This design comes from an exercise in tuning for small area on the open sky130 flow, not from production work.
Only simulation tests tie the RTL to the original design; equivalence was not proved.
No activity file was given, so power comes from the tool's default toggle rates.

==> config.mk <==
export PLATFORM = sky130hd
export DESIGN_NAME = defog_top
export DESIGN_NICKNAME = defog_top
export VERILOG_FILES = /design/flow/design.v
export SDC_FILE = /design/flow/constraint.sdc
export NUM_CORES = 4
export LEC_CHECK = 0
export ABC_AREA = 1
export CAP_MARGIN = 20
export CORE_MARGIN = 2
export CORE_UTILIZATION = 70
export GPL_TIMING_DRIVEN = 0
export PLACE_DENSITY = 0.8
export SLEW_MARGIN = 20
==> constraint.sdc <==
create_clock -name core_clock -period 6.734 [get_ports {clk}]
set_input_delay 1.3468 -clock core_clock [delete_from_list [all_inputs] [get_ports {clk}]]
set_output_delay 1.3468 -clock core_clock [all_outputs]
set_load 0.01 [all_outputs]
==> design.v <==
module defog_channel(
	input	[7:0]	f,
	input	[4:0]	qdn,
	input	[7:0]	an,
	input	z,
	output	[7:0]	out
);
wire [7:0] e = f;
wire [7:0] pp0 = e & {8{~qdn[0]}};
wire [7:0] pp1 = e & {8{~qdn[1]}};
wire [7:0] pp2 = e & {8{~qdn[2]}};
wire [7:0] pp3 = e & {8{~qdn[3]}};
wire [7:0] pp4 = e & {8{~qdn[4]}};
wire t_1, t_2;
defog_fa t_fa2(.a(pp0[2]), .b(pp1[1]), .ci(pp2[0]), .s(t_1), .co(t_2));
wire t_3, t_4;
defog_fa t_fa4(.a(pp0[3]), .b(pp1[2]), .ci(pp2[1]), .s(t_3), .co(t_4));
wire t_5, t_6;
defog_fa t_fa6(.a(pp3[0]), .b(t_2), .ci(t_3), .s(t_5), .co(t_6));
wire t_7, t_8;
defog_fa t_fa8(.a(e[0]), .b(pp0[4]), .ci(pp1[3]), .s(t_7), .co(t_8));
wire t_9, t_10;
defog_fa t_fa10(.a(pp2[2]), .b(pp3[1]), .ci(pp4[0]), .s(t_9), .co(t_10));
wire t_11, t_12;
defog_fa t_fa12(.a(an[0]), .b(t_4), .ci(t_7), .s(t_11), .co(t_12));
wire t_13, t_14;
defog_fa t_fa14(.a(t_9), .b(t_11), .ci(t_6), .s(t_13), .co(t_14));
wire t_15, t_16;
defog_fa t_fa16(.a(e[1]), .b(pp0[5]), .ci(pp1[4]), .s(t_15), .co(t_16));
wire t_17, t_18;
defog_fa t_fa18(.a(pp2[3]), .b(pp3[2]), .ci(pp4[1]), .s(t_17), .co(t_18));
wire t_19, t_20;
defog_fa t_fa20(.a(an[1]), .b(t_10), .ci(t_15), .s(t_19), .co(t_20));
wire t_21, t_22;
defog_fa t_fa22(.a(t_17), .b(t_8), .ci(t_12), .s(t_21), .co(t_22));
wire t_23, t_24;
defog_fa t_fa24(.a(t_19), .b(t_14), .ci(t_21), .s(t_23), .co(t_24));
wire t_25, t_26;
defog_fa t_fa26(.a(e[2]), .b(pp0[6]), .ci(pp1[5]), .s(t_25), .co(t_26));
wire t_27, t_28;
defog_fa t_fa28(.a(pp2[4]), .b(pp3[3]), .ci(pp4[2]), .s(t_27), .co(t_28));
wire t_29, t_30;
defog_fa t_fa30(.a(an[2]), .b(t_16), .ci(t_18), .s(t_29), .co(t_30));
wire t_31, t_32;
defog_fa t_fa32(.a(t_25), .b(t_27), .ci(t_20), .s(t_31), .co(t_32));
wire t_33, t_34;
defog_fa t_fa34(.a(t_29), .b(t_22), .ci(t_31), .s(t_33), .co(t_34));
wire t_35, t_36;
defog_fa t_fa36(.a(e[3]), .b(pp0[7]), .ci(pp1[6]), .s(t_35), .co(t_36));
wire t_37, t_38;
defog_fa t_fa38(.a(pp2[5]), .b(pp3[4]), .ci(pp4[3]), .s(t_37), .co(t_38));
wire t_39, t_40;
defog_fa t_fa40(.a(an[3]), .b(t_26), .ci(t_28), .s(t_39), .co(t_40));
wire t_41, t_42;
defog_fa t_fa42(.a(t_35), .b(t_37), .ci(t_30), .s(t_41), .co(t_42));
wire t_43, t_44;
defog_fa t_fa44(.a(t_39), .b(t_32), .ci(t_41), .s(t_43), .co(t_44));
wire t_45, t_46;
defog_fa t_fa46(.a(e[4]), .b(pp1[7]), .ci(pp2[6]), .s(t_45), .co(t_46));
wire t_47, t_48;
defog_fa t_fa48(.a(pp3[5]), .b(pp4[4]), .ci(an[4]), .s(t_47), .co(t_48));
wire t_49, t_50;
defog_fa t_fa50(.a(t_36), .b(t_38), .ci(t_45), .s(t_49), .co(t_50));
wire t_51, t_52;
defog_fa t_fa52(.a(t_40), .b(t_47), .ci(t_49), .s(t_51), .co(t_52));
wire t_53, t_54;
defog_fa t_fa54(.a(t_42), .b(t_51), .ci(t_44), .s(t_53), .co(t_54));
wire t_55, t_56;
defog_fa t_fa56(.a(e[5]), .b(pp2[7]), .ci(pp3[6]), .s(t_55), .co(t_56));
wire t_57, t_58;
defog_fa t_fa58(.a(pp4[5]), .b(an[5]), .ci(t_46), .s(t_57), .co(t_58));
wire t_59, t_60;
defog_fa t_fa60(.a(t_55), .b(t_48), .ci(t_50), .s(t_59), .co(t_60));
wire t_61, t_62;
defog_fa t_fa62(.a(t_57), .b(t_52), .ci(t_59), .s(t_61), .co(t_62));
wire t_63, t_64;
defog_fa t_fa64(.a(e[6]), .b(pp3[7]), .ci(pp4[6]), .s(t_63), .co(t_64));
wire t_65, t_66;
defog_fa t_fa66(.a(an[6]), .b(t_56), .ci(t_63), .s(t_65), .co(t_66));
wire t_67, t_68;
defog_fa t_fa68(.a(t_58), .b(t_65), .ci(t_60), .s(t_67), .co(t_68));
wire t_69, t_70;
defog_fa t_fa70(.a(e[7]), .b(pp4[7]), .ci(an[7]), .s(t_69), .co(t_70));
wire t_71, t_72;
defog_fa t_fa72(.a(t_64), .b(t_66), .ci(t_69), .s(t_71), .co(t_72));
wire t_73, t_74;
defog_ha t_ha74(.a(pp0[1]), .b(pp1[0]), .s(t_73), .co(t_74));
wire t_75, t_76;
defog_ha t_ha76(.a(t_1), .b(t_74), .s(t_75), .co(t_76));
wire t_77, t_78;
defog_ha t_ha78(.a(t_5), .b(t_76), .s(t_77), .co(t_78));
wire t_79, t_80;
defog_ha t_ha80(.a(t_13), .b(t_78), .s(t_79), .co(t_80));
wire t_81, t_82;
defog_ha t_ha82(.a(t_23), .b(t_80), .s(t_81), .co(t_82));
wire t_83, t_84;
defog_fa t_fa84(.a(t_24), .b(t_33), .ci(t_82), .s(t_83), .co(t_84));
wire t_85, t_86;
defog_fa t_fa86(.a(t_34), .b(t_43), .ci(t_84), .s(t_85), .co(t_86));
wire t_87, t_88;
defog_ha t_ha88(.a(t_53), .b(t_86), .s(t_87), .co(t_88));
wire t_89, t_90;
defog_fa t_fa90(.a(t_61), .b(t_54), .ci(t_88), .s(t_89), .co(t_90));
wire t_91, t_92;
defog_fa t_fa92(.a(t_62), .b(t_67), .ci(t_90), .s(t_91), .co(t_92));
wire t_93, t_94;
defog_fa t_fa94(.a(t_71), .b(t_68), .ci(t_92), .s(t_93), .co(t_94));
wire [7:0] w = {t_93, t_91, t_89, t_87, t_85, t_83, t_81, t_79};
wire zero = t_70 | t_72 | t_94 | z;
assign out = ~(w[7:0] | {8{zero}});
endmodule
module defog_fa(input a, input b, input ci, output s, output co);
assign s = a ^ b ^ ci;
assign co = (a & b) | (a & ci) | (b & ci);
endmodule
module defog_ha(input a, input b, output s, output co);
assign s = a ^ b;
assign co = a & b;
endmodule
module defog_top(
	input	clk,
	input	nrst,
	input	[7:0]	r,
	input	[7:0]	g,
	input	[7:0]	b,
	input	hsync,
	input	vsync,
	input	en,
	input	frame_done_flag,
	input	[7:0]	atmos,
	output	[7:0]	defogged_r,
	output	[7:0]	defogged_g,
	output	[7:0]	defogged_b,
	output	o_hsync,
	output	o_vsync,
	output	o_en,
	output	reg [7:0]	max_of_dark
);
reg [3:0] cnt;
wire cnt_done = cnt[3] & cnt[2];
always @(posedge clk or negedge nrst) begin
	if (!nrst)
		cnt <= 4'd0;
	else if (!cnt_done)
		cnt <= cnt + 4'd1;
end
wire p2_valid = cnt[3] | cnt[2] | cnt[1];
reg [23:0] p1, p2;
always @(posedge clk) begin
	p1 <= {r, g, b};
	p2 <= p1;
end
wire [7:0] r2 = p2[23:16];
wire [7:0] g2 = p2[15:8];
wire [7:0] b2 = p2[7:0];
wire [8:0] ar, ag, ab;
wire [7:0] dark;
assign ar[8] = 1'b1;
assign ag[8] = 1'b1;
assign ab[8] = 1'b1;
genvar k;
generate for (k = 7; k >= 0; k = k - 1) begin : gmin
	assign dark[k] = ~((ar[k+1] & ~r2[k]) | (ag[k+1] & ~g2[k]) | (ab[k+1] & ~b2[k]));
	assign ar[k] = ar[k+1] & ~(r2[k] & ~dark[k]);
	assign ag[k] = ag[k+1] & ~(g2[k] & ~dark[k]);
	assign ab[k] = ab[k+1] & ~(b2[k] & ~dark[k]);
end endgenerate
wire [8:0] gt;
assign gt[0] = 1'b0;
generate for (k = 0; k < 8; k = k + 1) begin : ggt
	assign gt[k+1] = (dark[k] & ~max_of_dark[k]) | (dark[k] & gt[k]) | (~max_of_dark[k] & gt[k]);
end endgenerate
wire dark_gt = gt[8];
always @(posedge clk or negedge nrst) begin
	if (!nrst)
		max_of_dark <= 8'd0;
	else if (frame_done_flag)
		max_of_dark <= 8'd0;
	else if (p2_valid && dark_gt)
		max_of_dark <= dark;
end
reg [4:0] qd;
always @(*) begin
	case (dark)
		8'd0: qd = 5'd0;
		8'd1: qd = 5'd0;
		8'd2: qd = 5'd0;
		8'd3: qd = 5'd0;
		8'd4: qd = 5'd0;
		8'd5: qd = 5'd0;
		8'd6: qd = 5'd0;
		8'd7: qd = 5'd0;
		8'd8: qd = 5'd0;
		8'd9: qd = 5'd0;
		8'd10: qd = 5'd0;
		8'd11: qd = 5'd0;
		8'd12: qd = 5'd0;
		8'd13: qd = 5'd0;
		8'd14: qd = 5'd0;
		8'd15: qd = 5'd0;
		8'd16: qd = 5'd0;
		8'd17: qd = 5'd0;
		8'd18: qd = 5'd0;
		8'd19: qd = 5'd0;
		8'd20: qd = 5'd0;
		8'd21: qd = 5'd0;
		8'd22: qd = 5'd0;
		8'd23: qd = 5'd1;
		8'd24: qd = 5'd1;
		8'd25: qd = 5'd1;
		8'd26: qd = 5'd1;
		8'd27: qd = 5'd1;
		8'd28: qd = 5'd1;
		8'd29: qd = 5'd1;
		8'd30: qd = 5'd1;
		8'd31: qd = 5'd1;
		8'd32: qd = 5'd1;
		8'd33: qd = 5'd1;
		8'd34: qd = 5'd1;
		8'd35: qd = 5'd1;
		8'd36: qd = 5'd1;
		8'd37: qd = 5'd1;
		8'd38: qd = 5'd1;
		8'd39: qd = 5'd1;
		8'd40: qd = 5'd1;
		8'd41: qd = 5'd1;
		8'd42: qd = 5'd1;
		8'd43: qd = 5'd1;
		8'd44: qd = 5'd1;
		8'd45: qd = 5'd2;
		8'd46: qd = 5'd2;
		8'd47: qd = 5'd2;
		8'd48: qd = 5'd2;
		8'd49: qd = 5'd2;
		8'd50: qd = 5'd2;
		8'd51: qd = 5'd2;
		8'd52: qd = 5'd2;
		8'd53: qd = 5'd2;
		8'd54: qd = 5'd2;
		8'd55: qd = 5'd2;
		8'd56: qd = 5'd2;
		8'd57: qd = 5'd2;
		8'd58: qd = 5'd2;
		8'd59: qd = 5'd2;
		8'd60: qd = 5'd2;
		8'd61: qd = 5'd2;
		8'd62: qd = 5'd2;
		8'd63: qd = 5'd3;
		8'd64: qd = 5'd3;
		8'd65: qd = 5'd3;
		8'd66: qd = 5'd3;
		8'd67: qd = 5'd3;
		8'd68: qd = 5'd3;
		8'd69: qd = 5'd3;
		8'd70: qd = 5'd3;
		8'd71: qd = 5'd3;
		8'd72: qd = 5'd3;
		8'd73: qd = 5'd3;
		8'd74: qd = 5'd3;
		8'd75: qd = 5'd3;
		8'd76: qd = 5'd3;
		8'd77: qd = 5'd3;
		8'd78: qd = 5'd3;
		8'd79: qd = 5'd4;
		8'd80: qd = 5'd4;
		8'd81: qd = 5'd4;
		8'd82: qd = 5'd4;
		8'd83: qd = 5'd4;
		8'd84: qd = 5'd4;
		8'd85: qd = 5'd4;
		8'd86: qd = 5'd4;
		8'd87: qd = 5'd4;
		8'd88: qd = 5'd4;
		8'd89: qd = 5'd4;
		8'd90: qd = 5'd4;
		8'd91: qd = 5'd4;
		8'd92: qd = 5'd4;
		8'd93: qd = 5'd4;
		8'd94: qd = 5'd5;
		8'd95: qd = 5'd5;
		8'd96: qd = 5'd5;
		8'd97: qd = 5'd5;
		8'd98: qd = 5'd5;
		8'd99: qd = 5'd5;
		8'd100: qd = 5'd5;
		8'd101: qd = 5'd5;
		8'd102: qd = 5'd5;
		8'd103: qd = 5'd5;
		8'd104: qd = 5'd5;
		8'd105: qd = 5'd5;
		8'd106: qd = 5'd5;
		8'd107: qd = 5'd5;
		8'd108: qd = 5'd6;
		8'd109: qd = 5'd6;
		8'd110: qd = 5'd6;
		8'd111: qd = 5'd6;
		8'd112: qd = 5'd6;
		8'd113: qd = 5'd6;
		8'd114: qd = 5'd6;
		8'd115: qd = 5'd6;
		8'd116: qd = 5'd6;
		8'd117: qd = 5'd6;
		8'd118: qd = 5'd6;
		8'd119: qd = 5'd6;
		8'd120: qd = 5'd7;
		8'd121: qd = 5'd7;
		8'd122: qd = 5'd7;
		8'd123: qd = 5'd7;
		8'd124: qd = 5'd7;
		8'd125: qd = 5'd7;
		8'd126: qd = 5'd7;
		8'd127: qd = 5'd7;
		8'd128: qd = 5'd7;
		8'd129: qd = 5'd7;
		8'd130: qd = 5'd7;
		8'd131: qd = 5'd8;
		8'd132: qd = 5'd8;
		8'd133: qd = 5'd8;
		8'd134: qd = 5'd8;
		8'd135: qd = 5'd8;
		8'd136: qd = 5'd8;
		8'd137: qd = 5'd8;
		8'd138: qd = 5'd8;
		8'd139: qd = 5'd8;
		8'd140: qd = 5'd8;
		8'd141: qd = 5'd8;
		8'd142: qd = 5'd9;
		8'd143: qd = 5'd9;
		8'd144: qd = 5'd9;
		8'd145: qd = 5'd9;
		8'd146: qd = 5'd9;
		8'd147: qd = 5'd9;
		8'd148: qd = 5'd9;
		8'd149: qd = 5'd9;
		8'd150: qd = 5'd9;
		8'd151: qd = 5'd9;
		8'd152: qd = 5'd10;
		8'd153: qd = 5'd10;
		8'd154: qd = 5'd10;
		8'd155: qd = 5'd10;
		8'd156: qd = 5'd10;
		8'd157: qd = 5'd10;
		8'd158: qd = 5'd10;
		8'd159: qd = 5'd10;
		8'd160: qd = 5'd11;
		8'd161: qd = 5'd11;
		8'd162: qd = 5'd11;
		8'd163: qd = 5'd11;
		8'd164: qd = 5'd11;
		8'd165: qd = 5'd11;
		8'd166: qd = 5'd11;
		8'd167: qd = 5'd11;
		8'd168: qd = 5'd11;
		8'd169: qd = 5'd12;
		8'd170: qd = 5'd12;
		8'd171: qd = 5'd12;
		8'd172: qd = 5'd12;
		8'd173: qd = 5'd12;
		8'd174: qd = 5'd12;
		8'd175: qd = 5'd12;
		8'd176: qd = 5'd12;
		8'd177: qd = 5'd13;
		8'd178: qd = 5'd13;
		8'd179: qd = 5'd13;
		8'd180: qd = 5'd13;
		8'd181: qd = 5'd13;
		8'd182: qd = 5'd13;
		8'd183: qd = 5'd14;
		8'd184: qd = 5'd14;
		8'd185: qd = 5'd14;
		8'd186: qd = 5'd14;
		8'd187: qd = 5'd14;
		8'd188: qd = 5'd14;
		8'd189: qd = 5'd14;
		8'd190: qd = 5'd14;
		8'd191: qd = 5'd15;
		8'd192: qd = 5'd15;
		8'd193: qd = 5'd15;
		8'd194: qd = 5'd15;
		8'd195: qd = 5'd15;
		8'd196: qd = 5'd15;
		8'd197: qd = 5'd16;
		8'd198: qd = 5'd16;
		8'd199: qd = 5'd16;
		8'd200: qd = 5'd16;
		8'd201: qd = 5'd16;
		8'd202: qd = 5'd16;
		8'd203: qd = 5'd17;
		8'd204: qd = 5'd17;
		8'd205: qd = 5'd17;
		8'd206: qd = 5'd17;
		8'd207: qd = 5'd18;
		8'd208: qd = 5'd18;
		8'd209: qd = 5'd18;
		8'd210: qd = 5'd18;
		8'd211: qd = 5'd18;
		8'd212: qd = 5'd18;
		8'd213: qd = 5'd18;
		8'd214: qd = 5'd19;
		8'd215: qd = 5'd19;
		8'd216: qd = 5'd19;
		8'd217: qd = 5'd19;
		8'd218: qd = 5'd20;
		8'd219: qd = 5'd20;
		8'd220: qd = 5'd20;
		8'd221: qd = 5'd20;
		8'd222: qd = 5'd20;
		8'd223: qd = 5'd21;
		8'd224: qd = 5'd21;
		8'd225: qd = 5'd21;
		8'd226: qd = 5'd21;
		8'd227: qd = 5'd22;
		8'd228: qd = 5'd22;
		8'd229: qd = 5'd22;
		8'd230: qd = 5'd22;
		8'd231: qd = 5'd22;
		8'd232: qd = 5'd23;
		8'd233: qd = 5'd23;
		8'd234: qd = 5'd23;
		8'd235: qd = 5'd24;
		8'd236: qd = 5'd24;
		8'd237: qd = 5'd24;
		8'd238: qd = 5'd24;
		8'd239: qd = 5'd24;
		8'd240: qd = 5'd25;
		8'd241: qd = 5'd25;
		8'd242: qd = 5'd25;
		8'd243: qd = 5'd26;
		8'd244: qd = 5'd26;
		8'd245: qd = 5'd26;
		8'd246: qd = 5'd26;
		8'd247: qd = 5'd27;
		8'd248: qd = 5'd27;
		8'd249: qd = 5'd27;
		8'd250: qd = 5'd28;
		8'd251: qd = 5'd28;
		8'd252: qd = 5'd28;
		8'd253: qd = 5'd29;
		8'd254: qd = 5'd29;
		8'd255: qd = 5'd29;
		default: qd = 5'd0;
	endcase
end
wire [7:0] an = ~atmos;
wire [7:0] fr, fg, fb;
wire zr, zg, zb;
defog_sub sr(.an(an), .c(r2), .f(fr), .z(zr));
defog_sub sg(.an(an), .c(g2), .f(fg), .z(zg));
defog_sub sb(.an(an), .c(b2), .f(fb), .z(zb));
reg [4:0] qdn3;
reg [23:0] f3;
reg [2:0] z3;
always @(posedge clk) begin
	qdn3 <= ~qd;
	f3 <= ~{fr, fg, fb};
	z3 <= {zr, zg, zb};
end
wire [23:0] res;
defog_channel ur(.f(f3[23:16]), .qdn(qdn3), .an(an), .z(z3[2]), .out(res[23:16]));
defog_channel ug(.f(f3[15:8]), .qdn(qdn3), .an(an), .z(z3[1]), .out(res[15:8]));
defog_channel ub(.f(f3[7:0]), .qdn(qdn3), .an(an), .z(z3[0]), .out(res[7:0]));
reg [23:0] d4, d5, d6, d7, d8, d9, d10, d11, d12;
always @(posedge clk) begin
	d4 <= res;
	d5 <= d4;
	d6 <= d5;
	d7 <= d6;
	d8 <= d7;
	d9 <= d8;
	d10 <= d9;
	d11 <= d10;
	d12 <= d11;
end
assign defogged_r = d12[23:16];
assign defogged_g = d12[15:8];
assign defogged_b = d12[7:0];
reg [2:0] s1, s2, s3, s4, s5, s6, s7, s8, s9, s10, s11, s12;
always @(posedge clk) begin
	s1 <= {hsync, vsync, en};
	s2 <= s1;
	s3 <= s2;
	s4 <= s3;
	s5 <= s4;
	s6 <= s5;
	s7 <= s6;
	s8 <= s7;
	s9 <= s8;
	s10 <= s9;
	s11 <= s10;
	s12 <= s11;
end
assign {o_hsync, o_vsync, o_en} = s12 & {3{cnt_done}};
endmodule
module defog_sub(
	input	[7:0]	an,
	input	[7:0]	c,
	output	[7:0]	f,
	output	z
);
wire [8:0] cy;
defog_ha h0(.a(an[0]), .b(c[0]), .s(f[0]), .co(cy[1]));
genvar i;
generate for (i = 1; i < 8; i = i + 1) begin : gsub
	defog_fa fa(.a(an[i]), .b(c[i]), .ci(cy[i]), .s(f[i]), .co(cy[i+1]));
end endgenerate
assign z = cy[8];
endmodule
==> flow/run.sh <==
#!/bin/bash
# The standard layout (standard.sh, with its synthesis unchanged), with:
# - after synthesis, the netlist between the registers is improved for area;
#   registers keep their instances, names and cell types:
#   1. flow/fapol.py flips full-adder cells (FA is self-dual) to need fewer
#      inverters,
#   2. flow/resyn.sh re-maps the gates between registers and adders with ABC
#      for area;
# - port buffers: every input and output port still gets its own buffer,
#   the small sky130_fd_sc_hd__buf_1 instead of the default choice;
# - clock tree: sinks clustered into fewer, larger clusters, no dummy loads.
# Each tool's output goes to a log of its own in this folder.
set -euo pipefail
export BUFFER_PORTS_ARGS="-buffer_cell sky130_fd_sc_hd__buf_1"
export CTS_ARGS="-sink_clustering_enable -repair_clock_nets -sink_clustering_size 20 -sink_clustering_max_diameter 50 -buf_list sky130_fd_sc_hd__clkbuf_8 -dont_use_dummy_load"
bash standard.sh synth > synth.log 2>&1
R=orfs/results/${FLOW_PLATFORM}/defog_top/base
cp $R/1_2_yosys.v yosys_netlist.v
cp yosys_netlist.v net_in.v
if python3 flow/fapol.py net_in.v fapol_netlist.v > fapol.log 2>&1; then
  cp fapol_netlist.v net_in.v
fi
if bash flow/resyn.sh net_in.v resyn_netlist.v > resyn.log 2>&1; then
  cp resyn_netlist.v net_in.v
fi
cp net_in.v $R/1_2_yosys.v
touch $R/1_2_yosys.v
bash standard.sh > layout.log 2>&1
==> flow/fapol.py <==
#!/usr/bin/env python3
"""Re-assigns the polarity of full-adder cells in a flat gate-level netlist
(written by Yosys) to cut inverters.  A full adder is self-dual:
FA(~a, ~b, ~c) = (~sum, ~cout), so each FA may be "flipped" (all inputs and
both outputs complemented) without changing the function.  All inverter
cells are taken out, the flips are chosen greedily to need the fewest
inverters, and one inverter is put back for each signal that is needed in
the polarity its driver does not give.

usage: fapol.py IN.v OUT.v
"""
import re, sys
from collections import defaultdict

src = open(sys.argv[1]).read()
m = re.search(r"^module\s+(\w+)", src, re.M)
# split into header (module ... up to first cell), cells, footer
cell_re = re.compile(r"^(\s*)(sky130_fd_sc_hd__\w+)\s+(\S+)\s*\((.*?)\);\s*$", re.S | re.M)
pin_re = re.compile(r"\.(\w+)\(([^()]*)\)")
OUT = {"X", "Y", "Q", "Q_N", "SUM", "COUT", "HI", "LO"}

cells = []  # [type, name, {pin: net}, span]
for mm in cell_re.finditer(src):
    pins = {p: n.strip() for p, n in pin_re.findall(mm.group(4))}
    cells.append([mm.group(2), mm.group(3), pins, mm.span()])

def is_inv(t):
    return re.fullmatch(r"sky130_fd_sc_hd__(inv|clkinv)_\d+", t) is not None

def is_fa(t):
    return re.fullmatch(r"sky130_fd_sc_hd__fa_\d+", t) is not None

def is_fixed(t):
    # cells whose pins have a fixed polarity: registers, half adders, tie cells
    return re.fullmatch(r"sky130_fd_sc_hd__(df\w*|ha_\d+|conb_\d+|s?dl\w*)", t) is not None

def is_logic(t):
    return not (is_fa(t) or is_fixed(t) or is_inv(t))

# inverter graph: net -> (root, pol)
inv_of = {}  # output net -> input net
for t, n, p, _ in cells:
    if is_inv(t):
        inv_of[p["Y"]] = p["A"]

def root(net):
    pol = 0
    seen = 0
    while net in inv_of:
        net = inv_of[net]
        pol ^= 1
        seen += 1
        if seen > 100:
            raise SystemExit("inverter loop")
    return net, pol

# nets that must stay as they are: ports (outputs) and anything named like a clock
port_nets = set()
for mm in re.finditer(r"^\s*(input|output|inout)\s+(\[[^\]]*\]\s*)?([^;]+);", src, re.M):
    for nm in mm.group(3).split(","):
        port_nets.add(nm.strip())
outputs = set()
for mm in re.finditer(r"^\s*output\s+(\[[^\]]*\]\s*)?([^;]+);", src, re.M):
    for nm in mm.group(2).split(","):
        outputs.add(nm.strip())

# consumers: list of (cellidx, pin, root, pol)
cons = []
fa_idx = []
for i, (t, n, p, _) in enumerate(cells):
    if is_inv(t):
        continue
    if is_fa(t):
        fa_idx.append(i)
    for pin, net in p.items():
        if pin in OUT:
            continue
        r, pol = root(net)
        cons.append((i, pin, r, pol))
# output ports that are driven through inverters count as consumers too
assigns = re.findall(r"^\s*assign\s+(.+?)\s*=\s*(.+?)\s*;", src, re.M)
if any(re.search(r"\S", a[1]) for a in assigns):
    pass
port_cons = []
for net in outputs:
    if net in inv_of:
        r, pol = root(net)
        port_cons.append((net, r, pol))

# which cell drives each root net, and via which pin
drv = {}
for i, (t, n, p, _) in enumerate(cells):
    if is_inv(t):
        continue
    for pin, net in p.items():
        if pin in OUT:
            drv[net] = (i, pin)

flip = defaultdict(int)  # cell index -> 0/1

def need_sets():
    need = defaultdict(set)  # root -> set of physical polarities needed
    for i, pin, r, pol in cons:
        need[r].add(pol ^ flip[i] if is_fa(cells[i][0]) else pol)
    for net, r, pol in port_cons:
        need[r].add(pol)
    return need

def produced(r):
    d = drv.get(r)
    if d is None:
        return 0
    return flip[d[0]]

def cost():
    return sum(root_cost(r) for r in set(root_users) | set(port_by_root))

fa_roots = {}
root_users = defaultdict(list)
for k, (i, pin, r, pol) in enumerate(cons):
    root_users[r].append(k)
for i in fa_idx:
    rs = set()
    for pin, net in cells[i][2].items():
        if pin in OUT:
            rs.add(net)
        else:
            rs.add(root(net)[0])
    fa_roots[i] = rs

port_by_root = defaultdict(list)
for net, r, pol in port_cons:
    port_by_root[r].append(pol)

def root_cost(r):
    s = set()
    for k in root_users[r]:
        i, pin, _, pol = cons[k]
        if is_logic(cells[i][0]):
            continue
        s.add(pol ^ flip[i] if is_fa(cells[i][0]) else pol)
    for pol in port_by_root[r]:
        s.add(pol)
    d = drv.get(r)
    if d is not None and is_logic(cells[d[0]][0]):
        return 1 if len(s) == 2 else 0
    return 1 if (produced(r) ^ 1) in s else 0

def local(i):
    return sum(root_cost(r) for r in fa_roots[i])

for i in list(fa_idx):
    if any(net in port_nets for pin, net in cells[i][2].items() if pin in OUT):
        fa_idx.remove(i)
before = cost()
changed = True
it = 0
while changed and it < 50:
    changed = False
    it += 1
    for i in fa_idx:
        c0 = local(i)
        flip[i] ^= 1
        c1 = local(i)
        if c1 < c0:
            changed = True
        else:
            flip[i] ^= 1
import random
random.seed(1)
best = cost(); bestflip = dict(flip)
T = 1.0
for step in range(20000):
    i = random.choice(fa_idx)
    c0 = local(i)
    flip[i] ^= 1
    c1 = local(i)
    d = c1 - c0
    if d <= 0 or random.random() < pow(2.718, -d / T):
        pass
    else:
        flip[i] ^= 1
    T = max(0.05, T * 0.9997)
    if step % 500 == 0:
        c = cost()
        if c < best:
            best = c; bestflip = dict(flip)
c = cost()
if c < best:
    best = c; bestflip = dict(flip)
flip.clear(); flip.update(bestflip)
changed = True
while changed:
    changed = False
    for i in fa_idx:
        c0 = local(i)
        flip[i] ^= 1
        c1 = local(i)
        if c1 < c0:
            changed = True
        else:
            flip[i] ^= 1
after = cost()
n_inv_before = sum(1 for c in cells if is_inv(c[0]))
sys.stderr.write("fapol: %d inverters in; polarity cost %d -> %d; %d of %d full adders flipped\n"
                 % (n_inv_before, before, after, sum(flip[i] for i in fa_idx), len(fa_idx)))

# rebuild: every root r gets net r with produced polarity; if the other polarity
# is needed, one inverter drives net "r_fapoln" (or reuse an existing output port name)
need = need_sets()
newname = {}
extra = []
k = 0
def esc(net):
    return net
def inv_net(r):
    return newname[r]
for r, s in need.items():
    pr = produced(r)
    if (pr ^ 1) in s:
        k += 1
        nn = "fapol_n%d" % k
        newname[r] = nn
        extra.append((r, nn))

# physical net for (root, wanted polarity)
def phys(r, want):
    return r if produced(r) == want else newname[r]

# output ports driven through inverters: keep the port name as the net of the
# wanted polarity, via a buffer-free route: we drive the port with an inverter
# or assign statement
out_lines = []
pieces = []
last = 0
for i, (t, n, p, span) in enumerate(cells):
    pieces.append(src[last:span[0]])
    last = span[1]
    if is_inv(t):
        continue
    newp = {}
    for pin, net in p.items():
        if pin in OUT:
            newp[pin] = net
        else:
            r, pol = root(net)
            want = pol ^ flip[i] if is_fa(t) else pol
            newp[pin] = phys(r, want)
    indent = re.match(r"\s*", src[span[0]:span[1]]).group(0)
    pins = ",\n".join("%s    .%s(%s)" % (indent, pin, net + (" " if net.startswith("\\") else "")) for pin, net in newp.items())
    pieces.append("%s%s %s (\n%s);" % (indent, t, n, pins))
pieces.append(src[last:])
body = "".join(pieces)
# declarations and new inverters before endmodule
add = []
for r, nn in extra:
    add.append("  wire %s;" % nn)
for j, (r, nn) in enumerate(extra):
    if produced(r) == 0:
        add.append("  sky130_fd_sc_hd__inv_1 fapol_inv%d (\n    .A(%s),\n    .Y(%s));" % (j, r + (" " if r.startswith("\\") else ""), nn))
    else:
        add.append("  sky130_fd_sc_hd__inv_1 fapol_inv%d (\n    .A(%s),\n    .Y(%s));" % (j, r + (" " if r.startswith("\\") else ""), nn))
# output ports that were driven by inverters: now drive them from the right polarity
for net, r, pol in port_cons:
    pn = phys(r, pol)
    add.append("  assign %s = %s;" % (net, pn + (" " if pn.startswith("\\") else "")))
idx = body.rindex("endmodule")
body = body[:idx] + "\n".join(add) + "\n" + body[idx:]
open(sys.argv[2], "w").write(body)
==> flow/resyn.abc <==
strash
dch -f
map -a
mfs2
strash
dch -f
map -a
topo
==> flow/resyn.sh <==
#!/bin/bash
# Re-maps the combinational logic of a synthesized netlist for area with ABC.
# Flip-flops, full/half adders and tie cells are kept as they are (same
# instances, same names); only the gates between them are re-mapped.
# usage: resyn.sh IN.v OUT.v
set -euo pipefail
IN=$1; OUT=$2
HERE=$(cd "$(dirname "$0")" && pwd)
LIB=$FLOW_HOME/platforms/$FLOW_PLATFORM/lib/sky130_fd_sc_hd__tt_025C_1v80.lib
YOSYS=$FLOW_HOME/../tools/install/yosys/bin/yosys
DU=""
for c in $(sed -n '/DONT_USE_CELLS += /,/^$/p' $FLOW_HOME/platforms/$FLOW_PLATFORM/config.mk | tr -d '\\' | tr ' ' '\n' | grep sky130); do
  DU="$DU -dont_use $c"
done
cat > resyn.ys <<EOY
read_liberty -ignore_miss_func $LIB
read_verilog $IN
hierarchy -top $FLOW_TOP
setattr -mod -set keep_hierarchy 1 sky130_fd_sc_hd__fa_* sky130_fd_sc_hd__ha_* sky130_fd_sc_hd__df* sky130_fd_sc_hd__conb*
flatten
opt_clean -purge
select -module $FLOW_TOP
abc -liberty $LIB -script $HERE/resyn.abc $DU -dont_use sky130_fd_sc_hd__clk* -dont_use sky130_fd_sc_hd__dly*
select -clear
opt_clean -purge
rename -hide w:*.*
splitnets
opt_clean -purge
tee -o resyn_stat.txt stat -liberty $LIB $FLOW_TOP
select $FLOW_TOP
write_verilog -noattr -selected $OUT
EOY
$YOSYS -q -l resyn_yosys.log resyn.ys
==> standard.sh <==
#!/bin/bash
# synth_recipe.tcl (not shown) runs the flow's synth.tcl, then flattens the netlist and writes it again
# the make line also repeats each setting of config.mk as NAME=value (left out here)
make -C /OpenROAD-flow-scripts/flow DESIGN_CONFIG=/design/flow/config.mk WORK_HOME=/design/flow/orfs CLKGATE_MAP_FILE= SYNTH_SCRIPT=/design/flow/synth_recipe.tcl "${@:-finish}"
==> results of run 1 <==
## sequential cells by signal, indices dropped and copies added (netlist names), 5 cells and up
name,cells
d10,24
d11,24
d12,24
d4,24
d5,24
d6,24
d7,24
d8,24
d9,24
f3,24
p1,24
p2,24
max_of_dark,8
qdn3,5
## critical path, stage by stage, from the launching register on
cell	delay [ns]
dfxtp_2	0.62
nor2_1	0.14
fa_1	0.48
fa_1	0.43
fa_1	0.52
fa_1	0.51
ha_1	0.23
fa_1	0.45
fa_1	0.43
ha_1	0.23
fa_1	0.45
fa_1	0.46
fa_1	0.43
or4_2	0.80
nor2_1	0.15
## cells in the final DEF, fill, tap and decap left out, types with 3 or more instances in the layout
| master | n |
|---|---|
| a21oi_1 | 23 |
| fa_1 | 138 |
| nor3_1 | 6 |
| a31oi_1 | 3 |
| dfxtp_1 | 327 |
| dfrtp_1 | 12 |
| xnor2_1 | 4 |
| o31ai_1 | 4 |
| nand4_1 | 3 |
| nor2_1 | 181 |
| inv_1 | 109 |
| nand3_1 | 11 |
| ha_1 | 16 |
| a22oi_1 | 5 |
| dfxtp_2 | 3 |
| o22ai_1 | 8 |
| buf_1 | 72 |
| clkbuf_8 | 26 |
| o21ai_0 | 24 |
| nand2_1 | 22 |
| or4_2 | 3 |
## stage by stage
step	instances	area, sq um
2_1_floorplan	916	11700
3_3_place_gp	1208	12300
3_5_place_dp	1208	12300
4_1_cts	1234	12600
5_1_grt	1234	12600
6_report	1234	12600
## report_power, final
group | leakage (nW) | internal, mW | switching [mW]
Combinational | 2.55 | 0.691 | 0.878
Clock | 0.187 | 0.345 | 0.561
Sequential | 2.90 | 2.46 | 0.150
## timing repair
action,in CTS,in global routing
endpoints found under the setup margin,8,16
hold buffers,0,0
resized for setup,2,6
endpoints found under the hold margin,0,0
## routing by layer
| layer | wire length, um | track usage (%) | vias up |
|---|---|---|---|
| met2 | 9380 | 39.6 | 256 |
| met3 | 1120 | 3.65 | 58 |
| met1 | 6980 | 26.7 | 3123 |
| met5 | 0 | 0 | - |
| li1 | - | - | 3007 |
| met4 | 696 | 9.28 | 0 |
## worst paths after layout
| kind | cells past startpoint | from | to | slack, ns |
|---|---|---|---|---|
| min | 0 | d4[0]$_DFF_P_ | d5[0]$_DFF_P_ | 0.28 |
| min in group asynchronous | 1 | nrst | cnt[3]$_DFFE_PN0N_ | 0.77 |
| max | 14 | qdn3[0]$_DFF_P_ | d4[0]$_DFF_P_ | 0.31 |
| max reg2reg | 14 | qdn3[0]$_DFF_P_ | d4[0]$_DFF_P_ | 0.31 |
| min reg2reg | 0 | d4[0]$_DFF_P_ | d5[0]$_DFF_P_ | 0.28 |
| max in group asynchronous | 1 | nrst | cnt[2]$_DFFE_PN0N_ | 5.51 |
## final cells by class
class	count	area (sq um)	share of cell area, %
Sequential cell	344	6960	55.0
Multi-Input combinational cell	463	4380	34.6
Inverter	109	409	3.24
Clock buffer	26	358	2.83
Tap cell	220	275	2.18
Timing Repair Buffer	72	270	2.14
==> results.sh, run 1 <==
export IMPL_critPathLaunchType="register"
export IMPL_hold_viol=0
export IMPL_crit_arrival_ns=6.89
export IMPL_post_cts_setup_buffer_count=0
export IMPL_fp_coreArea_sq_um=16500
export IMPL_io_buffer_count=72
export IMPL_initial_core_util_pct=71.2
export IMPL_post_route_min_period_ns=6.42
export IMPL_crit_type="reg -> reg"
export IMPL_fmax_mhz=156
export IMPL_totalPowerFinal_mw=5.09
export IMPL_power_density_nw_per_um2=402
export IMPL_ir_drop_v=0.000330
export IMPL_setup_slack_ns=0.311
export IMPL_final_util_pct=76.8
export IMPL_wl_per_cell_um=14.7
export IMPL_antenna_found_initial=0
export IMPL_drc=0
export IMPL_drtAntennaViolNets=0
export IMPL_grt_overflow_total=0
export IMPL_min_period_over_period_pct=95.4
export IMPL_maxCapViolCount=0
export IMPL_antenna_cells=0
export IMPL_grt_max_degree=25
export IMPL_final_layout_size_suffix_gt1_share_pct=3.94
export IMPL_grt_first_pass_wirelength_um=31100
export IMPL_cp_required_ns=7.20
export IMPL_cts_root_buffer_cell="clkbuf_8"
export IMPL_netlist_area_sq_um=11700
export IMPL_clk_path_buf_depth=3
export IMPL_dp_slack_ns=-0.183
export IMPL_place_congestion=0.839
export IMPL_setup_viol=0
export IMPL_cts_sinks=344
export IMPL_postSynthCellCount=916
export IMPL_htreeDepth=1
export IMPL_nets=1208
export IMPL_cts_tree="built"
export IMPL_dieArea_sq_um=17800
export IMPL_drt_pass1_iter_count=7
export IMPL_endpoint_kind="register"
export IMPL_hold_class="reg -> reg"
export IMPL_avgSynthCellArea_sq_um=12.8
export IMPL_worstSkewPairLatency_ns=0.57
export IMPL_area_growth_pct=7.90
export IMPL_fillers=1042
export IMPL_outcome="complete, no violations"
export IMPL_io_pins=73
export IMPL_drtIter0Drc=365
export IMPL_hold_ws_ns=0.281
export IMPL_num_rows=47
export IMPL_rsz0062_at_grt="false"
export IMPL_path_clk_slew_ns=0.10
export IMPL_grt_pass1_vias=6795
export IMPL_via_per_inst=5.22
export IMPL_setup_tns_ns=0
export IMPL_tightest_slew_ns=0.811
export IMPL_dp_hpwl_um=13000
export IMPL_cts_buffers=26
export IMPL_vias=6444
export IMPL_grt_usage_pct=22.1
export IMPL_finalMaxSlewViolations=0
export IMPL_synth_warnings=1
export IMPL_synth_nets=1108
export IMPL_leakage_nw=5.64
export IMPL_finalWirelength_um=18200
export IMPL_skew_ns=0.0553
export IMPL_fp_dieH_um=133
export IMPL_crit_fanout=19
export IMPL_die_w_um=133
export IMPL_slew_headroom_pct=45.7
==> inputs of run 2 (changes only) <==
--- a/flow/run.sh
+++ b/flow/run.sh
@@ -13,5 +13,5 @@
 set -euo pipefail
 export BUFFER_PORTS_ARGS="-buffer_cell sky130_fd_sc_hd__buf_1"
-export CTS_ARGS="-sink_clustering_enable -repair_clock_nets -sink_clustering_size 20 -sink_clustering_max_diameter 50 -buf_list sky130_fd_sc_hd__clkbuf_8 -dont_use_dummy_load"
+export CTS_ARGS="-sink_clustering_enable -repair_clock_nets -sink_clustering_size 12 -sink_clustering_max_diameter 40 -buf_list sky130_fd_sc_hd__clkbuf_4 -dont_use_dummy_load"
 bash standard.sh synth > synth.log 2>&1
 R=orfs/results/${FLOW_PLATFORM}/defog_top/base
==> run 2 against run 1 <==
Worst setup slack better by 0.041 ns; via count is 0.12% lower; clock power shrank 7.8%; largest cell class unchanged; maximum frequency grew 0.64%; largest power group unchanged; sequential share of layout area increased by 0.23 points; critical endpoint unchanged; sequential power hardly changed; count of clock-buffer cells in the layout up 14; synthesized area unchanged; core utilization decreased by 0.32 points.
==> results.sh, run 2 <==
export IMPL_outcome="complete, no violations"
export IMPL_setup_viol=0
export IMPL_worstSkewPairLatency_ns=0.65
export IMPL_dieArea_sq_um=17800
export IMPL_drt_pass1_iter_count=5
export IMPL_drc=0
export IMPL_grt_max_degree=25
export IMPL_final_cell_mix="dfxtp_1, nor2_1, fa_1, inv_1, buf_1"
export IMPL_leakage_nw=5.63
export IMPL_cpMaxStageDelayCell="or4_2"
export IMPL_final_util_pct=76.5
export IMPL_area_growth_pct=7.45
export IMPL_crit_fanout=24
export IMPL_place_congestion=0.839
export IMPL_crit_arrival_ns=6.92
export IMPL_die_w_um=133
export IMPL_htreeDepth=2
export IMPL_cp_required_ns=7.28
export IMPL_finalMaxSlewViolations=0
export IMPL_crit_top_cell="fa_1"
export IMPL_post_route_min_period_ns=6.38
export IMPL_path_clk_slew_ns=0.11
export IMPL_grt_overflow_total=0
export IMPL_synth_nets=1108
export IMPL_hold_viol=0
export IMPL_dp_hpwl_um=13000
export IMPL_endpoint_kind="register"
export IMPL_crit_chain="nor2_1 -> fa_1 -> fa_1 -> fa_1 -> fa_1 -> ha_1 -> fa_1 -> fa_1 -> ha_1 -> fa_1 -> fa_1 -> fa_1 -> or4_2 -> nor2_1"
export IMPL_ir_drop_v=0.000253
export IMPL_num_rows=47
export IMPL_min_period_over_period_pct=94.8
export IMPL_tightest_slew_ns=0.801
export IMPL_hold_ws_ns=0.271
export IMPL_rsz0062_at_grt="false"
export IMPL_dp_slack_ns=-0.183
export IMPL_antenna_found_initial=1
export IMPL_io_buffer_count=72
export IMPL_multi_input_area_sq_um=4380
export IMPL_grt_usage_pct=22.3
export IMPL_reg2regPathDepth=14
export IMPL_final_layout_size_suffix_gt1_share_pct=5.25
export IMPL_synth_warnings=1
export IMPL_fp_dieH_um=133
export IMPL_whs_path_depth=0
export IMPL_setup_slack_ns=0.352
export IMPL_finalWirelength_um=18100
export IMPL_clk_path_buf_depth=3
export IMPL_avgSynthCellArea_sq_um=12.8
export IMPL_cts_buffers=40
export IMPL_ctsResizeCount=2
export IMPL_vias=6436
export IMPL_holdBufCountCts=0
export IMPL_netlist_area_sq_um=11700
export IMPL_fmax_mhz=157
export IMPL_critPathLaunchType="register"
export IMPL_via_per_inst=5.15
export IMPL_fp_coreArea_sq_um=16500
export IMPL_drtIter0Drc=321
export IMPL_cts_tree="built"
export IMPL_power_density_nw_per_um2=398
export IMPL_seq_area_sq_um=6960
export IMPL_grt_pass1_vias=6837
export IMPL_skew_ns=0.0599
export IMPL_crit_type="reg -> reg"
export IMPL_maxCapViolCount=0
export IMPL_max_stage_delay_ns=0.79
export IMPL_io_pins=73
export IMPL_postSynthCellCount=916
export IMPL_hold_class="reg -> reg"
export IMPL_nets=1222
export IMPL_final_common_cell="dfxtp_1"
export IMPL_slew_headroom_pct=46.4
export IMPL_fillers=1071
export IMPL_wl_per_cell_um=14.5
export IMPL_initial_core_util_pct=71.2
export IMPL_drtAntennaViolNets=0
export IMPL_cts_sinks=344
export IMPL_grt_first_pass_wirelength_um=31000
export IMPL_cts_root_buffer_cell="clkbuf_4"
export IMPL_post_cts_setup_buffer_count=0
==> run 2: routing by layer <==
metal | global-route usage [%] | wire, um | share of wire [%] | vias up
li1 | - | - | - | 3054
met1 | 26.5 | 6890 | 38 | 3069
met2 | 39.7 | 9470 | 52 | 262
met3 | 4.30 | 1190 | 6.6 | 51
met4 | 9.75 | 527 | 2.9 | 0
met5 | 0 | 0 | 0 | -
==> run 2: area by class of cell <==
class,instances,share of cell area (%)
sequential,344,55.3
antenna,2,0.0397
multi-input combinational,463,34.7
inverter,109,3.25
timing repair buffer,72,2.15
tap,220,2.19
clock buffer,40,2.38
==> run 2: worst max-delay path, delay by kind of cell, from the launching register on <==
| family | cells | cell delay (ns) |
|---|---|---|
| flip-flops | 1 | 0.56 |
| AND/OR/NAND/NOR | 3 | 1.06 |
| adder cells (fa/ha/maj) | 11 | 4.62 |
==> run 2: metrics by stage <==
step	instance area (sq um)	total power, mW	TNS, ns	instances
finish	12600	5.01	0	1250
CTS	12600	5.08	0	1248
global placement	12300	4.08	-0.675	1208
floorplan	11700	3.80	0	916
global route	12600	5.43	0	1250
detailed placement	12300	4.21	-1.26	1208
==> run 2: path summary, 6_finish.rpt <==
check                                startpoint                          to  slack (ns)
worst min register to register   d6[13]$_DFF_P_              d7[13]$_DFF_P_        0.27
min in group asynchronous                  nrst          cnt[0]$_DFFE_PN0N_        0.70
worst min-delay path             d6[13]$_DFF_P_              d7[13]$_DFF_P_        0.27
worst max register to register  qdn3[1]$_DFF_P_               d4[0]$_DFF_P_        0.35
max in group asynchronous                  nrst  max_of_dark[6]$_DFFE_PN0P_        5.60
worst max-delay path            qdn3[1]$_DFF_P_               d4[0]$_DFF_P_        0.35
==> run 2: where the power goes <==
part	internal [mW]	switching, mW
logic	0.692	0.879
clock network	0.275	0.560
registers	2.46	0.148
==> inputs of run 3 (changes only) <==
--- a/design.v
+++ b/design.v
@@ -6,10 +6,10 @@
 	output	[7:0]	out
 );
-wire [7:0] e = f;
-wire [7:0] pp0 = e & {8{~qdn[0]}};
-wire [7:0] pp1 = e & {8{~qdn[1]}};
-wire [7:0] pp2 = e & {8{~qdn[2]}};
-wire [7:0] pp3 = e & {8{~qdn[3]}};
-wire [7:0] pp4 = e & {8{~qdn[4]}};
+wire [7:0] e = ~f;
+wire [7:0] pp0 = ~(f | {8{qdn[0]}});
+wire [7:0] pp1 = ~(f | {8{qdn[1]}});
+wire [7:0] pp2 = ~(f | {8{qdn[2]}});
+wire [7:0] pp3 = ~(f | {8{qdn[3]}});
+wire [7:0] pp4 = ~(f | {8{qdn[4]}});
 wire t_1, t_2;
 defog_fa t_fa2(.a(pp0[2]), .b(pp1[1]), .ci(pp2[0]), .s(t_1), .co(t_2));
@@ -84,28 +84,28 @@
 wire t_71, t_72;
 defog_fa t_fa72(.a(t_64), .b(t_66), .ci(t_69), .s(t_71), .co(t_72));
-wire t_73, t_74;
-defog_ha t_ha74(.a(pp0[1]), .b(pp1[0]), .s(t_73), .co(t_74));
-wire t_75, t_76;
-defog_ha t_ha76(.a(t_1), .b(t_74), .s(t_75), .co(t_76));
-wire t_77, t_78;
-defog_ha t_ha78(.a(t_5), .b(t_76), .s(t_77), .co(t_78));
-wire t_79, t_80;
-defog_ha t_ha80(.a(t_13), .b(t_78), .s(t_79), .co(t_80));
-wire t_81, t_82;
-defog_ha t_ha82(.a(t_23), .b(t_80), .s(t_81), .co(t_82));
-wire t_83, t_84;
-defog_fa t_fa84(.a(t_24), .b(t_33), .ci(t_82), .s(t_83), .co(t_84));
-wire t_85, t_86;
-defog_fa t_fa86(.a(t_34), .b(t_43), .ci(t_84), .s(t_85), .co(t_86));
-wire t_87, t_88;
-defog_ha t_ha88(.a(t_53), .b(t_86), .s(t_87), .co(t_88));
-wire t_89, t_90;
-defog_fa t_fa90(.a(t_61), .b(t_54), .ci(t_88), .s(t_89), .co(t_90));
-wire t_91, t_92;
-defog_fa t_fa92(.a(t_62), .b(t_67), .ci(t_90), .s(t_91), .co(t_92));
-wire t_93, t_94;
-defog_fa t_fa94(.a(t_71), .b(t_68), .ci(t_92), .s(t_93), .co(t_94));
-wire [7:0] w = {t_93, t_91, t_89, t_87, t_85, t_83, t_81, t_79};
-wire zero = t_70 | t_72 | t_94 | z;
+wire t_73;
+assign t_73 = pp0[1] & pp1[0];
+wire t_74;
+assign t_74 = t_1 & t_73;
+wire t_75;
+assign t_75 = t_5 & t_74;
+wire t_76, t_77;
+defog_ha t_ha77(.a(t_13), .b(t_75), .s(t_76), .co(t_77));
+wire t_78, t_79;
+defog_ha t_ha79(.a(t_23), .b(t_77), .s(t_78), .co(t_79));
+wire t_80, t_81;
+defog_fa t_fa81(.a(t_24), .b(t_33), .ci(t_79), .s(t_80), .co(t_81));
+wire t_82, t_83;
+defog_fa t_fa83(.a(t_34), .b(t_43), .ci(t_81), .s(t_82), .co(t_83));
+wire t_84, t_85;
+defog_ha t_ha85(.a(t_53), .b(t_83), .s(t_84), .co(t_85));
+wire t_86, t_87;
+defog_fa t_fa87(.a(t_61), .b(t_54), .ci(t_85), .s(t_86), .co(t_87));
+wire t_88, t_89;
+defog_fa t_fa89(.a(t_62), .b(t_67), .ci(t_87), .s(t_88), .co(t_89));
+wire t_90, t_91;
+defog_fa t_fa91(.a(t_71), .b(t_68), .ci(t_89), .s(t_90), .co(t_91));
+wire [7:0] w = {t_90, t_88, t_86, t_84, t_82, t_80, t_78, t_76};
+wire zero = t_70 | t_72 | t_91 | z;
 assign out = ~(w[7:0] | {8{zero}});
 endmodule
@@ -453,5 +453,5 @@
 always @(posedge clk) begin
 	qdn3 <= ~qd;
-	f3 <= ~{fr, fg, fb};
+	f3 <= {fr, fg, fb};
 	z3 <= {zr, zg, zb};
 end
--- a/flow/run.sh
+++ b/flow/run.sh
@@ -13,5 +13,5 @@
 set -euo pipefail
 export BUFFER_PORTS_ARGS="-buffer_cell sky130_fd_sc_hd__buf_1"
-export CTS_ARGS="-sink_clustering_enable -repair_clock_nets -sink_clustering_size 12 -sink_clustering_max_diameter 40 -buf_list sky130_fd_sc_hd__clkbuf_4 -dont_use_dummy_load"
+export CTS_ARGS="-sink_clustering_enable -repair_clock_nets -sink_clustering_size 13 -sink_clustering_max_diameter 35 -buf_list sky130_fd_sc_hd__clkbuf_4 -dont_use_dummy_load"
 bash standard.sh synth > synth.log 2>&1
 R=orfs/results/${FLOW_PLATFORM}/defog_top/base
--- a/flow/fapol.py
+++ b/flow/fapol.py
@@ -168,8 +168,30 @@
             flip[i] ^= 1
 import random
+def descend():
+    changed = True
+    while changed:
+        changed = False
+        for i in fa_idx:
+            c0 = local(i)
+            flip[i] ^= 1
+            c1 = local(i)
+            if c1 < c0:
+                changed = True
+            else:
+                flip[i] ^= 1
+# try starting from all adders flipped as well
+for i in fa_idx:
+    flip[i] = 1
+descend()
+c_all = cost(); flip_all = dict(flip)
+for i in fa_idx:
+    flip[i] = 0
+descend()
+if c_all < cost():
+    flip.clear(); flip.update(flip_all)
 random.seed(1)
 best = cost(); bestflip = dict(flip)
 T = 1.0
-for step in range(20000):
+for step in range(20000 if fa_idx else 0):
     i = random.choice(fa_idx)
     c0 = local(i)
==> run 3 against run 2 <==
Still clean on timing, DRC and antenna; worst setup slack better by 0.24 ns; clock power down 0.7%; non-clock buffer count unchanged; largest power group unchanged.
==> results.sh, run 3 <==
export IMPL_outcome="complete, no violations"
export IMPL_antenna_found_initial=1
export IMPL_dieArea_sq_um=17800
export IMPL_multi_input_area_sq_um=4360
export IMPL_hold_class="reg -> reg"
export IMPL_num_rows=47
export IMPL_via_per_inst=5.11
export IMPL_maxCapViolCount=0
export IMPL_reg2reg_from="qdn3[0]$_DFF_P_"
export IMPL_worstSkewPairLatency_ns=0.67
export IMPL_post_route_min_period_ns=6.15
export IMPL_leakage_nw=5.31
export IMPL_cts_root_buffer_cell="clkbuf_4"
export IMPL_nets=1225
export IMPL_tightest_slew_ns=1.15
export IMPL_hp_start="d5[22]$_DFF_P_"
export IMPL_synth_warnings=1
export IMPL_postSynthCellCount=919
export IMPL_totalPowerFinal_mw=5.13
export IMPL_finalWirelength_um=18200
export IMPL_area_growth_pct=7.29
export IMPL_initial_core_util_pct=71.3
export IMPL_grt_first_pass_wirelength_um=30800
export IMPL_drc=0
export IMPL_final_layout_size_suffix_gt1_share_pct=4.56
export IMPL_r2r_slack_ns=0.59
export IMPL_final_cell_mix="dfxtp_1, fa_1, nor2_1, inv_1, nand2_1"
export IMPL_place_congestion=0.871
export IMPL_slew_headroom_pct=23.0
export IMPL_fillers=1080
export IMPL_power_density_nw_per_um2=408
export IMPL_grt_usage_pct=22.1
export IMPL_avgSynthCellArea_sq_um=12.8
export IMPL_skew_ns=0.0974
export IMPL_drtIter0Drc=360
export IMPL_cp_required_ns=7.18
export IMPL_die_w_um=133
export IMPL_crit_type="reg -> reg"
export IMPL_fp_coreArea_sq_um=16500
export IMPL_final_common_cell="dfxtp_1"
export IMPL_cts_tree="built"
export IMPL_ir_drop_v=0.000222
export IMPL_vias=6408
export IMPL_reg2regPathDepth=19
export IMPL_wl_per_cell_um=14.5
export IMPL_critPathLaunchType="register"
export IMPL_startpoint="qdn3[0]$_DFF_P_"
export IMPL_synth_nets=1111
export IMPL_whs_path_depth=0
export IMPL_cts_buffers=40
export IMPL_dp_hpwl_um=13600
export IMPL_path_clk_slew_ns=0.10
export IMPL_grt_overflow_total=0
export IMPL_finalMaxSlewViolations=0
export IMPL_setup_tns_ns=0
export IMPL_drt_pass1_iter_count=5
export IMPL_io_buffer_count=72
export IMPL_clk_path_buf_depth=3
export IMPL_io_pins=73
export IMPL_seq_area_sq_um=6950
export IMPL_grt_pass1_vias=6791
export IMPL_cts_sinks=344
export IMPL_crit_fanout=12
export IMPL_grt_max_degree=16
export IMPL_fp_dieH_um=133
export IMPL_hold_viol=0
export IMPL_setup_viol=0
export IMPL_netlist_area_sq_um=11700
export IMPL_fmax_mhz=163
export IMPL_drtAntennaViolNets=0
export IMPL_htreeDepth=2
export IMPL_rsz0062_at_grt="false"
export IMPL_crit_arrival_ns=6.59
export IMPL_regToRegEndpoint="d4[22]$_DFF_P_"
export IMPL_endpoint_kind="register"
export IMPL_holdPathEnd="d6[22]$_DFF_P_"
export IMPL_min_period_over_period_pct=91.3
## run 3: final cells by class
type | count | area share [%]
repair buffers | 72 | 2.15
clock buffers | 40 | 2.39
multi-input cells | 461 | 34.7
flip-flops and latches | 344 | 55.2
well taps | 220 | 2.19
diodes | 2 | 0.0398
inverters | 114 | 3.40
## run 3: per-layer routing
layer	GRT usage [%]	wire length, um
met5	0	0
met3	5.06	1210
met2	37.9	9100
met1	27.6	7350
met4	8.87	532
## run 3: how the worst max path moves through the flow
stage / end / slack, ns / cells after the start
final: d4[22]$_DFF_P_ / 0.59 / 19
after global placement: d4[23]$_DFF_P_ / 0.73 / 19
after CTS: max_of_dark[7]$_DFFE_PN0P_ / 0.52 / 31
after global routing: max_of_dark[5]$_DFFE_PN0P_ / 0.03 / 31
after floorplan: d4[0]$_DFF_P_ / 1.37 / 14
after detailed placement: max_of_dark[0]$_DFFE_PN0P_ / 0.62 / 31
## run 3: where the power goes
group	internal, mW	switching (mW)
registers	2.41	0.133
clock network	0.274	0.555
logic	0.752	1.01
total	3.44	1.70
## run 3: metrics by stage
step	hold WS, ns	utilization [%]	worst slack [ns]	area [sq um]	instances
3_5_place_dp	0.312	74.6	0.619	12300	1211
6_report	0.267	76.5	0.588	12600	1253
3_3_place_gp	0.310	74.6	0.732	12300	1211
4_1_cts	0.269	76.4	0.522	12600	1251
5_1_grt	0.258	76.5	0.0349	12600	1253
2_1_floorplan	0.310	-	1.37	11700	919
## run 3: critical path, cell delays in order (launching register included)
cell	delay (ns)
dfxtp_1	0.66
inv_1	0.37
nand2_1	0.19
fa_1	0.45
fa_1	0.49
fa_1	0.43
fa_1	0.48
inv_1	0.08
ha_1	0.14
inv_1	0.05
fa_1	0.39
fa_1	0.38
inv_1	0.07
ha_1	0.13
inv_1	0.05
fa_1	0.37
fa_1	0.41
fa_1	0.39
nand3_1	0.38
nor2_1	0.08
## run 3: repair_timing
action                                  in CTS  in global routing
gates resized for setup                      0                  1
endpoints found under the setup margin       0                 10
buffers inserted                             0                  0
hold buffers                                 0                  0
==> inputs of run 4 (changes only) <==
--- a/flow/run.sh
+++ b/flow/run.sh
@@ -13,5 +13,5 @@
 set -euo pipefail
 export BUFFER_PORTS_ARGS="-buffer_cell sky130_fd_sc_hd__buf_1"
-export CTS_ARGS="-sink_clustering_enable -repair_clock_nets -sink_clustering_size 13 -sink_clustering_max_diameter 35 -buf_list sky130_fd_sc_hd__clkbuf_4 -dont_use_dummy_load"
+export CTS_ARGS="-sink_clustering_enable -repair_clock_nets -sink_clustering_size 12 -sink_clustering_max_diameter 40 -buf_list sky130_fd_sc_hd__clkbuf_4 -dont_use_dummy_load"
 bash standard.sh synth > synth.log 2>&1
 R=orfs/results/${FLOW_PLATFORM}/defog_top/base
==> run 4 against run 3 <==
Via count is 0.98% higher; global-route usage increased by 0.20 points; wire length increased by 0.49%; largest cell class unchanged; sequential share of layout area about the same; non-clock buffer count is the same; worst hold slack worse by 0.019 ns; sequential power barely moved; clock power grew 0.6%; synthesized area stayed put; count of clock-buffer cells in the layout unchanged; core utilization about the same.
==> results.sh, run 4 <==
export IMPL_outcome="complete, no violations"
export IMPL_crit_chain="inv_1 -> nand2_1 -> fa_1 -> fa_1 -> fa_1 -> fa_1 -> inv_1 -> ha_1 -> inv_1 -> fa_1 -> fa_1 -> inv_1 -> ha_1 -> inv_1 -> fa_1 -> fa_1 -> fa_1 -> nand3_1 -> nor2_1"
export IMPL_cpLargestDelayFamily="adder cells"
export IMPL_grt_first_pass_wirelength_um=31200
export IMPL_num_rows=47
export IMPL_crit_arrival_ns=6.60
export IMPL_crit_type="reg -> reg"
export IMPL_synth_warnings=1
export IMPL_hold_class="reg -> reg"
export IMPL_power_density_nw_per_um2=408
export IMPL_hold_viol=0
export IMPL_place_congestion=0.871
export IMPL_antenna_found_initial=1
export IMPL_worstSkewPairLatency_ns=0.65
export IMPL_cts_buffers=40
export IMPL_crit_top_cell="fa_1"
export IMPL_cp_required_ns=7.23
export IMPL_grt_max_degree=16
export IMPL_final_layout_size_suffix_gt1_share_pct=4.56
export IMPL_rsz0062_at_grt="false"
export IMPL_setup_viol=0
export IMPL_netlist_area_sq_um=11700
export IMPL_totalPowerFinal_mw=5.14
export IMPL_nets=1225
export IMPL_synth_nets=1111
export IMPL_crit_fanout=12
export IMPL_post_route_min_period_ns=6.11
export IMPL_drc=0
export IMPL_grt_pass1_vias=6834
export IMPL_max_stage_delay_ns=0.66
export IMPL_whs_path_depth=0
export IMPL_post_cts_setup_buffer_count=0
export IMPL_final_cell_mix="dfxtp_1, fa_1, nor2_1, inv_1, nand2_1"
export IMPL_postSynthCellCount=919
export IMPL_final_common_cell="dfxtp_1"
export IMPL_maxCapViolCount=0
export IMPL_fmax_mhz=164
export IMPL_avgSynthCellArea_sq_um=12.8
export IMPL_cts_tree="built"
export IMPL_tightest_slew_ns=1.14
export IMPL_drtIter0Drc=402
export IMPL_vias=6471
export IMPL_cpMaxStageDelayCell="dfxtp_1"
export IMPL_fp_coreArea_sq_um=16500
export IMPL_finalWirelength_um=18300
export IMPL_path_clk_slew_ns=0.10
export IMPL_critPathLaunchType="register"
export IMPL_reg2regPathDepth=19
export IMPL_wl_per_cell_um=14.6
export IMPL_clk_path_buf_depth=3
export IMPL_min_period_over_period_pct=90.7
export IMPL_initial_core_util_pct=71.3
export IMPL_grt_overflow_total=0
export IMPL_worst_path_stages=19
export IMPL_io_pins=73
export IMPL_cts_root_buffer_cell="clkbuf_4"
export IMPL_cts_sinks=344
export IMPL_setup_tns_ns=0
export IMPL_slew_headroom_pct=23.4
export IMPL_skew_ns=0.0675
export IMPL_grt_usage_pct=22.3
export IMPL_crit_buf_inv=5
export IMPL_via_per_inst=5.17
export IMPL_dieArea_sq_um=17800
export IMPL_die_w_um=133
export IMPL_drtAntennaViolNets=0
export IMPL_htreeDepth=2
export IMPL_ir_drop_v=0.000225
export IMPL_io_buffer_count=72
export IMPL_fp_dieH_um=133
export IMPL_dp_hpwl_um=13600
export IMPL_endpoint_kind="register"
export IMPL_finalMaxSlewViolations=0
export IMPL_drt_pass1_iter_count=5
export IMPL_area_growth_pct=7.27
export IMPL_leakage_nw=5.31
## run 4: per-stage QoR
stage	area [sq um]	hold WS [ns]	util [%]	worst slack, ns	instances
2_1_floorplan	11700	0.310	-	1.37	919
4_1_cts	12600	0.231	76.4	0.572	1251
5_1_grt	12600	0.225	76.4	0.0770	1252
6_report	12600	0.248	76.4	0.623	1252
3_5_place_dp	12300	0.312	74.6	0.619	1211
3_3_place_gp	12300	0.310	74.6	0.732	1211
## run 4: routing by layer
metal	track usage, %	vias up	wire [um]
li1	-	3058	-
met1	28.0	3100	7190
met2	37.9	258	9160
met3	4.83	55	1360
met4	9.75	0	578
met5	0	-	0
## run 4: report_power, final
| group | leakage [nW] | internal [mW] | switching (mW) |
|---|---|---|---|
| Sequential | 2.90 | 2.41 | 0.132 |
| Clock | 0.184 | 0.274 | 0.560 |
| Combinational | 2.22 | 0.752 | 1.01 |
| Total | 5.31 | 3.44 | 1.70 |
## run 4: path summary, 6_finish.rpt
| path | slack (ns) | startpoint | end |
|---|---|---|---|
| setup / recovery | 0.62 | qdn3[0]$_DFF_P_ | d4[22]$_DFF_P_ |
| hold / removal | 0.25 | d4[1]$_DFF_P_ | d5[1]$_DFF_P_ |
| setup reg to reg | 0.62 | qdn3[0]$_DFF_P_ | d4[22]$_DFF_P_ |
| hold reg to reg | 0.25 | d4[1]$_DFF_P_ | d5[1]$_DFF_P_ |
| max in group asynchronous | 5.56 | nrst | max_of_dark[6]$_DFFE_PN0P_ |
| min in group asynchronous | 0.70 | nrst | cnt[1]$_DFFE_PN0N_ |
## run 4: timing repair
action                     4_1_cts  5_1_grt
hold buffers                     0        0
setup endpoints to repair        0       10
gates resized for setup          0        1
## run 4: cell type report
cell class,instances,area (sq um)
diodes,1,2.50
fillers,1080,3880
flip-flops and latches,344,6950
inverters,114,428
clock buffers,40,300
multi-input cells,461,4360
well taps,220,275
repair buffers,72,270

==> static timing again, ports no longer ideal <==
The flow's constraints put no driver on any port. The routed layouts listed below were extracted and timed again, unchanged, in two steps. Step 1 assumes that a clkbuf_16 drives the clock port and a buf_2 every other input. Step 2 times the ports against the registers' clock, not the clock port: input delays grow and output delays shrink by t, the midpoint of the rising clock arrivals with the driver on. Three values: ideal ports, drivers, drivers and shift; two values: the first two.
| run | shift t [ns] | setup WS [ns] | worst setup path at the end | worst register clock-pin slew, ns |
|---|---|---|---|---|
| run 1 | 0.583 | 0.311 / 0.311 / -0.189 | input to register | 0.11 / 0.11 |
| run 2 | 0.655 | 0.352 / 0.352 / -0.189 | input to register | 0.11 / 0.11 |
| run 3 | 0.658 | 0.588 / 0.588 / 0.588 | register to register | 0.12 / 0.12 |
| run 4 | 0.651 | 0.623 / 0.623 / 0.623 | register to register | 0.11 / 0.11 |
With both steps, setup timing fails in run 1 and run 2, where it was met with ideal ports. The setup slack of run 2, which loses most, moves by 0.000 ns with the drivers and by -0.541 ns with both steps.
